Context: an optimization exercise on an open-source flow, tuned for small area and a short achievable clock period. The choices shown serve that exercise and are no tape-out recipe.
RTL that was checked went through simulation tests only; none was proved equivalent to the original.
The clock input has no modelled driver; a real chip could not lean on it and would need a root buffer or a full tree.

v46:
// Conway
module Conway(
    input clk,
    input load,
    input [255:0] data,
    output reg [255:0] q
);
wire [255:0] vs, vc, nxt;
genvar i, j;
generate
for (i = 0; i < 16; i = i + 1) begin : row
    for (j = 0; j < 16; j = j + 1) begin : col
        conway_fa fv (.a(q[16*((i+15)%16) + j]), .b(q[16*i + j]), .c(q[16*((i+1)%16) + j]),
                      .s(vs[16*i+j]), .co(vc[16*i+j]));
    end
end
for (i = 0; i < 16; i = i + 1) begin : row2
    for (j = 0; j < 16; j = j + 1) begin : col2
        wire t0, t1, n0, t2, e0, e1;
        conway_fa f1 (.a(vs[16*i + (j+15)%16]), .b(vs[16*i + (j+1)%16]), .c(q[16*((i+15)%16) + j]), .s(t0), .co(t1));
        conway_ha h1 (.a(t0), .b(q[16*((i+1)%16) + j]), .s(n0), .co(t2));
        conway_fa f2 (.a(vc[16*i + (j+15)%16]), .b(vc[16*i + (j+1)%16]), .c(t1), .s(e0), .co(e1));
        conway_glue g (.n0(n0), .e0(e0), .e1(e1), .t2(t2), .x(q[16*i+j]), .load(load), .d(data[16*i+j]), .y(nxt[16*i+j]));
    end
end
endgenerate
always @(posedge clk) q <= nxt;
endmodule
For scale: ~510 I/O pins.
clock: 5.0 ns
lec_check: 0
cap_margin: 20
core_margin: 2
core_utilization: 40
slew_margin: 20
synth_hierarchical: 1
synth_minimum_keep_size: 0
run.sh (not shown) runs the stock make flow with config.mk's settings and CLKGATE_MAP_FILE= SYNTH_SCRIPT=/design/flow/synth_recipe.tcl, a recipe that flattens the netlist after the stock synthesis.
Here is what was changed in the inputs of v41 compared with v46.
Settings: putting SETUP_SLACK_MARGIN at 2.5 where nothing was set.
==> flow/flow/run.sh (new file) <==
#!/bin/bash
# Standard ORFS layout, except that the port buffers are plain buf_1 cells
# instead of the delay-buffer cells buffer_ports picks by default.
set -euo pipefail
export BUFFER_PORTS_ARGS="-buffer_cell sky130_fd_sc_hd__buf_1"
bash standard.sh > standard.log 2>&1
==> flow/standard.sh (new file) <==
#!/bin/bash
# synth_recipe.tcl (not shown) runs the flow's synth.tcl, then flattens the netlist and writes it again
# the make line also repeats each setting of config.mk as NAME=value (left out here)
make -C /OpenROAD-flow-scripts/flow DESIGN_CONFIG=/design/flow/config.mk WORK_HOME=/design/flow/orfs CLKGATE_MAP_FILE= SYNTH_SCRIPT=/design/flow/synth_recipe.tcl "${@:-finish}"
removed: flow/run.sh
Notes after the runs:
Final setup TNS came out exactly the same in v46 and v41.
met2 usage in global routing of v46 is on par with v41.
Changes observed in v41 relative to v46: proportion of layout cells with a drive suffix above 1 climbed 14 points; post-detailed-routing wire length climbed about 0.64%; arrival time of the worst setup path climbed 0.94 ns.
| clock latency on the worst-skew pair | v41 vs v46 | ≈ equal |
Instance count after placement with tap cells included delta (v46 -> v41): insignificant
Setup changes, v41 to v15
Settings: clearing SETUP_SLACK_MARGIN, which used to be 2.5.
[summary]
- Across both runs, area taken by flip-flops and latches was lower for v15 than for v41.
- Utilization after layout (v15 over v41): decrease, 2.0 points
- Count of non-CTS inverters in the layout came out exactly the same in v15 and v41.
- v15 and v41 ended up with roughly the same via count of the first global-routing pass.
- Total of cells resized after clock tree synthesis came out lower on v15 than on v41.
- Taking v41 as the reference point, the sequential share of cell area of v15 falls by 1.9 points.
- Cell count: v15 lower than v41
- The setup slack of v15 is smaller than that of v41.
What v13 does differently from v15 at the input level:
Settings: an added SETUP_SLACK_MARGIN of 3.0.
Results
- Having completed the whole flow, v13 delivered a layout that passed the timing, DRC and antenna checks.
- Status: clock skew after layout parity (v13, v15)
- Higher routed metal-1 wirelength was reported by v13, not v15.

---

The RTL this note starts from:
==> flow/design.v <==
module Conway(
    input clk,
    input load,
    input [255:0] data,
    output reg [255:0] q
);
wire [255:0] p, g, vs, vc, nxt;
genvar i, j;
generate
for (i = 0; i < 16; i = i + 1) begin : row
    for (j = 0; j < 16; j = j + 1) begin : col
        conway_ha hv (.a(q[16*((i+15)%16) + j]), .b(q[16*((i+1)%16) + j]),
                      .s(p[16*i+j]), .co(g[16*i+j]));
        conway_xor sx (.a(p[16*i+j]), .b(q[16*i+j]), .y(vs[16*i+j]));
        conway_maj cx (.a(q[16*((i+15)%16) + j]), .b(q[16*i + j]), .c(q[16*((i+1)%16) + j]),
                       .y(vc[16*i+j]));
    end
end
for (i = 0; i < 16; i = i + 1) begin : row2
    for (j = 0; j < 16; j = j + 1) begin : col2
        wire n0, k, e0, e1;
        conway_fa f1 (.a(p[16*i+j]), .b(vs[16*i + (j+15)%16]), .c(vs[16*i + (j+1)%16]), .s(n0), .co(k));
        conway_fa f2 (.a(g[16*i+j]), .b(vc[16*i + (j+15)%16]), .c(vc[16*i + (j+1)%16]), .s(e0), .co(e1));
        conway_glue gl (.n0(n0), .k(k), .e0(e0), .e1(e1), .x(q[16*i+j]), .load(load), .d(data[16*i+j]), .y(nxt[16*i+j]));
    end
end
endgenerate
always @(posedge clk) q <= nxt;
endmodule
module conway_fa(input a, input b, input c, output s, output co);
    assign {co, s} = a + b + c;
endmodule
module conway_ha(input a, input b, output s, output co);
    assign {co, s} = a + b;
endmodule
module conway_xor(input a, input b, output y);
    assign y = a ^ b;
endmodule
module conway_maj(input a, input b, input c, output y);
    assign y = (a & b) | (a & c) | (b & c);
endmodule
module conway_glue(input n0, input k, input e0, input e1, input x, input load, input d, output y);
    wire life = ~e1 & (e0 ^ k) & (n0 | x);
    assign y = load ? d : life;
endmodule
Settings: LEC_CHECK=0, CAP_MARGIN=20, CORE_MARGIN=2, CORE_UTILIZATION=65, SETUP_SLACK_MARGIN=2.8, SLEW_MARGIN=20, SYNTH_HIERARCHICAL=1, SYNTH_MINIMUM_KEEP_SIZE=0; clock period 5.0 ns.
standard.sh (not shown) runs the stock make flow with config.mk's settings and CLKGATE_MAP_FILE= SYNTH_SCRIPT=/design/flow/synth_recipe.tcl, a recipe that flattens the netlist after the stock synthesis.
==> flow/flow/run.sh <==
#!/bin/bash
# Standard ORFS layout with three changes:
#  - port buffers are plain buf_1 cells instead of the delay-buffer cells
#    buffer_ports picks by default;
#  - before floorplanning, combinational cells are set to drive strength 1
#    (flow/downsize.tcl); timing repair upsizes where needed;
#  - the clock tree is a balanced two-level tree (flow/my_cts.tcl: one root
#    buffer, one leaf buffer per group of about 21 registers) instead of
#    TritonCTS's three levels, for a shorter insertion delay.
set -euo pipefail
here=$(pwd)
export BUFFER_PORTS_ARGS="-buffer_cell sky130_fd_sc_hd__buf_1"
export PRE_FLOORPLAN_TCL="$here/flow/downsize.tcl"
export PRE_CTS_TCL="$here/flow/pre_cts.tcl"
bash standard.sh > standard.log 2>&1
==> flow/flow/my_cts.tcl <==
# Two-level clock tree: the clock port drives one root buffer at the centre of
# the registers, which drives one leaf buffer per group of registers; the
# registers are split into nx x ny groups of equal size by position.
set nx 2
set ny 6
set leaf_master sky130_fd_sc_hd__clkbuf_16
set root_master sky130_fd_sc_hd__clkbuf_16
set db [ord::get_db]
set block [ord::get_db_block]
set clk_net [$block findNet clk]
set sinks {}
foreach it [$clk_net getITerms] {
  set inst [$it getInst]
  lassign [$inst getLocation] x y
  set m [$inst getMaster]
  lappend sinks [list $it [expr {$x + [$m getWidth]/2}] [expr {$y + [$m getHeight]/2}]]
}
set n [llength $sinks]
puts "my_cts: $n sinks"
# split by x into nx columns, each column by y into ny groups
set byx [lsort -integer -index 1 $sinks]
set groups {}
set per_col [expr {double($n) / $nx}]
for {set c 0} {$c < $nx} {incr c} {
  set col [lrange $byx [expr {int(round($c*$per_col))}] [expr {int(round(($c+1)*$per_col))-1}]]
  set col [lsort -integer -index 2 $col]
  set m [llength $col]
  set per [expr {double($m) / $ny}]
  for {set r 0} {$r < $ny} {incr r} {
    lappend groups [lrange $col [expr {int(round($r*$per))}] [expr {int(round(($r+1)*$per))-1}]]
  }
}
set lm [$db findMaster $leaf_master]
set rm [$db findMaster $root_master]
set root_net [odb::dbNet_create $block clknet_root]
$root_net setSigType CLOCK
set k 0
set sx 0; set sy 0
foreach grp $groups {
  set cx 0; set cy 0
  foreach s $grp { incr cx [lindex $s 1]; incr cy [lindex $s 2] }
  set cx [expr {$cx / [llength $grp]}]
  set cy [expr {$cy / [llength $grp]}]
  set leaf [odb::dbInst_create $block $lm clkbuf_leaf_$k]
  $leaf setLocation [expr {$cx - [$lm getWidth]/2}] [expr {$cy - [$lm getHeight]/2}]
  $leaf setPlacementStatus PLACED
  set net [odb::dbNet_create $block clknet_leaf_$k]
  $net setSigType CLOCK
  foreach s $grp {
    set it [lindex $s 0]
    $it disconnect
    $it connect $net
  }
  [$leaf findITerm X] connect $net
  [$leaf findITerm A] connect $root_net
  incr sx $cx; incr sy $cy
  puts "my_cts: leaf $k at ($cx, $cy) drives [llength $grp] sinks"
  incr k
}
set rx [expr {$sx / $k}]
set ry [expr {$sy / $k}]
set root [odb::dbInst_create $block $rm clkbuf_root]
$root setLocation [expr {$rx - [$rm getWidth]/2}] [expr {$ry - [$rm getHeight]/2}]
$root setPlacementStatus PLACED
[$root findITerm A] connect $clk_net
[$root findITerm X] connect $root_net
puts "my_cts: root at ($rx, $ry) drives $k leaves"
Other scripts of this flow, unchanged in this note and not shown: flow/flow/downsize.tcl, flow/flow/pre_cts.tcl
The first run went through all stages and came out clean.
Next try:
==> flow/flow/run.sh (replaced) <==
#!/bin/bash
# Standard ORFS layout with four changes:
#  - port buffers are plain buf_1 cells instead of the delay-buffer cells
#    buffer_ports picks by default;
#  - before floorplanning, combinational cells are set to drive strength 1
#    (flow/downsize.tcl); timing repair upsizes where needed;
#  - the clock tree is a balanced two-level tree (flow/my_cts.tcl: one root
#    buffer, one leaf buffer per group of about 21 registers) instead of
#    TritonCTS's three levels, for a shorter insertion delay;
#  - the output port buffers are buf_2 (flow/outbuf.tcl, before resizing).
set -euo pipefail
here=$(pwd)
export BUFFER_PORTS_ARGS="-buffer_cell sky130_fd_sc_hd__buf_1"
export PRE_FLOORPLAN_TCL="$here/flow/downsize.tcl"
export PRE_CTS_TCL="$here/flow/pre_cts.tcl"
export PRE_RESIZE_TCL="$here/flow/outbuf.tcl"
bash standard.sh > standard.log 2>&1
--- a/flow/flow/my_cts.tcl
+++ b/flow/flow/my_cts.tcl
@@ -2,6 +2,6 @@
 # the registers, which drives one leaf buffer per group of registers; the
 # registers are split into nx x ny groups of equal size by position.
-set nx 2
-set ny 6
+set nx 3
+set ny 4
 set leaf_master sky130_fd_sc_hd__clkbuf_16
 set root_master sky130_fd_sc_hd__clkbuf_16
==> flow/flow/outbuf.tcl (new file) <==
# After global placement: the buffer on each output port drives the wire to
# the die edge; give it drive strength 2 instead of buffer_ports' buf_1.
set db [ord::get_db]
set b2 [$db findMaster sky130_fd_sc_hd__buf_2]
set n 0
foreach bt [[ord::get_db_block] getBTerms] {
  if {[$bt getIoType] ne "OUTPUT"} { continue }
  set net [$bt getNet]
  foreach it [$net getITerms] {
    if {[$it isOutputSignal]} {
      set inst [$it getInst]
      if {[[$inst getMaster] getName] eq "sky130_fd_sc_hd__buf_1"} {
        $inst swapMaster $b2
        incr n
      }
    }
  }
}
puts "outbuf: $n output port buffers set to buf_2"
Effect: The new run ran to the end with no violations; cell area grows by 0.84%; clock skew rises by 0.0035 ns; register-to-register slack is worse by 0.07 ns; worst hold slack is about the same; global-route usage stays flat; routed wire length came out higher by 0.83%; flip-flop and latch count is unchanged; core utilization goes up by 0.62 points; setup slack got worse by 0.022 ns.
Function was not checked in any run of this note: the RTL went through the layout flow alone. No run of this note takes its clock network from TritonCTS; it comes from the design's own scripts or RTL.

## static timing again, ports no longer ideal
In the flow no input, the clock included, has a driving cell. The finished layouts below were timed again as built, in two steps. Step 1 (the two cells are an assumption about what drives the block):
set clk [get_ports {clk}]
set_driving_cell -lib_cell sky130_fd_sc_hd__clkbuf_16 $clk
set_driving_cell -lib_cell sky130_fd_sc_hd__buf_2 [delete_from_list [all_inputs] $clk]
Step 2 adds t to the input delays and takes it off the output delays; t is the mean of the earliest and latest rising clock arrival at the registers after step 1. Input paths then give back, and output paths get back, about the clock's delay inside the block. a / b / c = ideal ports / drivers / drivers and shift; a / b = the first two.
run | t, ns | slack for setup (ns) | worst hold slack (ns) | clock arrival spread, ns | worst register clock-pin slew, ns
v46 | 0.625 | 2.026 / 1.961 / 2.221 | 0.717 / 0.717 / 0.717 | 0.011 / 0.010 | 0.06 / 0.06
v41 | 0.627 | 2.527 / 2.522 / 2.114 | 0.618 / 0.577 / 0.625 | 0.021 / 0.021 | 0.06 / 0.06
v15 | 0.629 | 2.246 / 2.246 / 2.150 | 0.619 / 0.577 / 0.730 | 0.018 / 0.017 | 0.06 / 0.06
v13 | 0.623 | 2.583 / 2.583 / 2.245 | 0.617 / 0.577 / 0.618 | 0.020 / 0.020 | 0.07 / 0.07
the first run of note 2 | 0.522 | 2.797 / 2.736 / 2.680 | 0.596 / 0.596 / 0.596 | 0.017 / 0.017 | 0.11 / 0.11
the second run of note 2 | 0.544 | 2.775 / 2.715 / 2.656 | 0.594 / 0.594 / 0.594 | 0.021 / 0.022 | 0.11 / 0.11
After both steps setup and hold are still met in every run listed. For v41, which loses most, drivers alone change the setup slack by -0.005 ns; drivers and shift together by -0.413 ns.
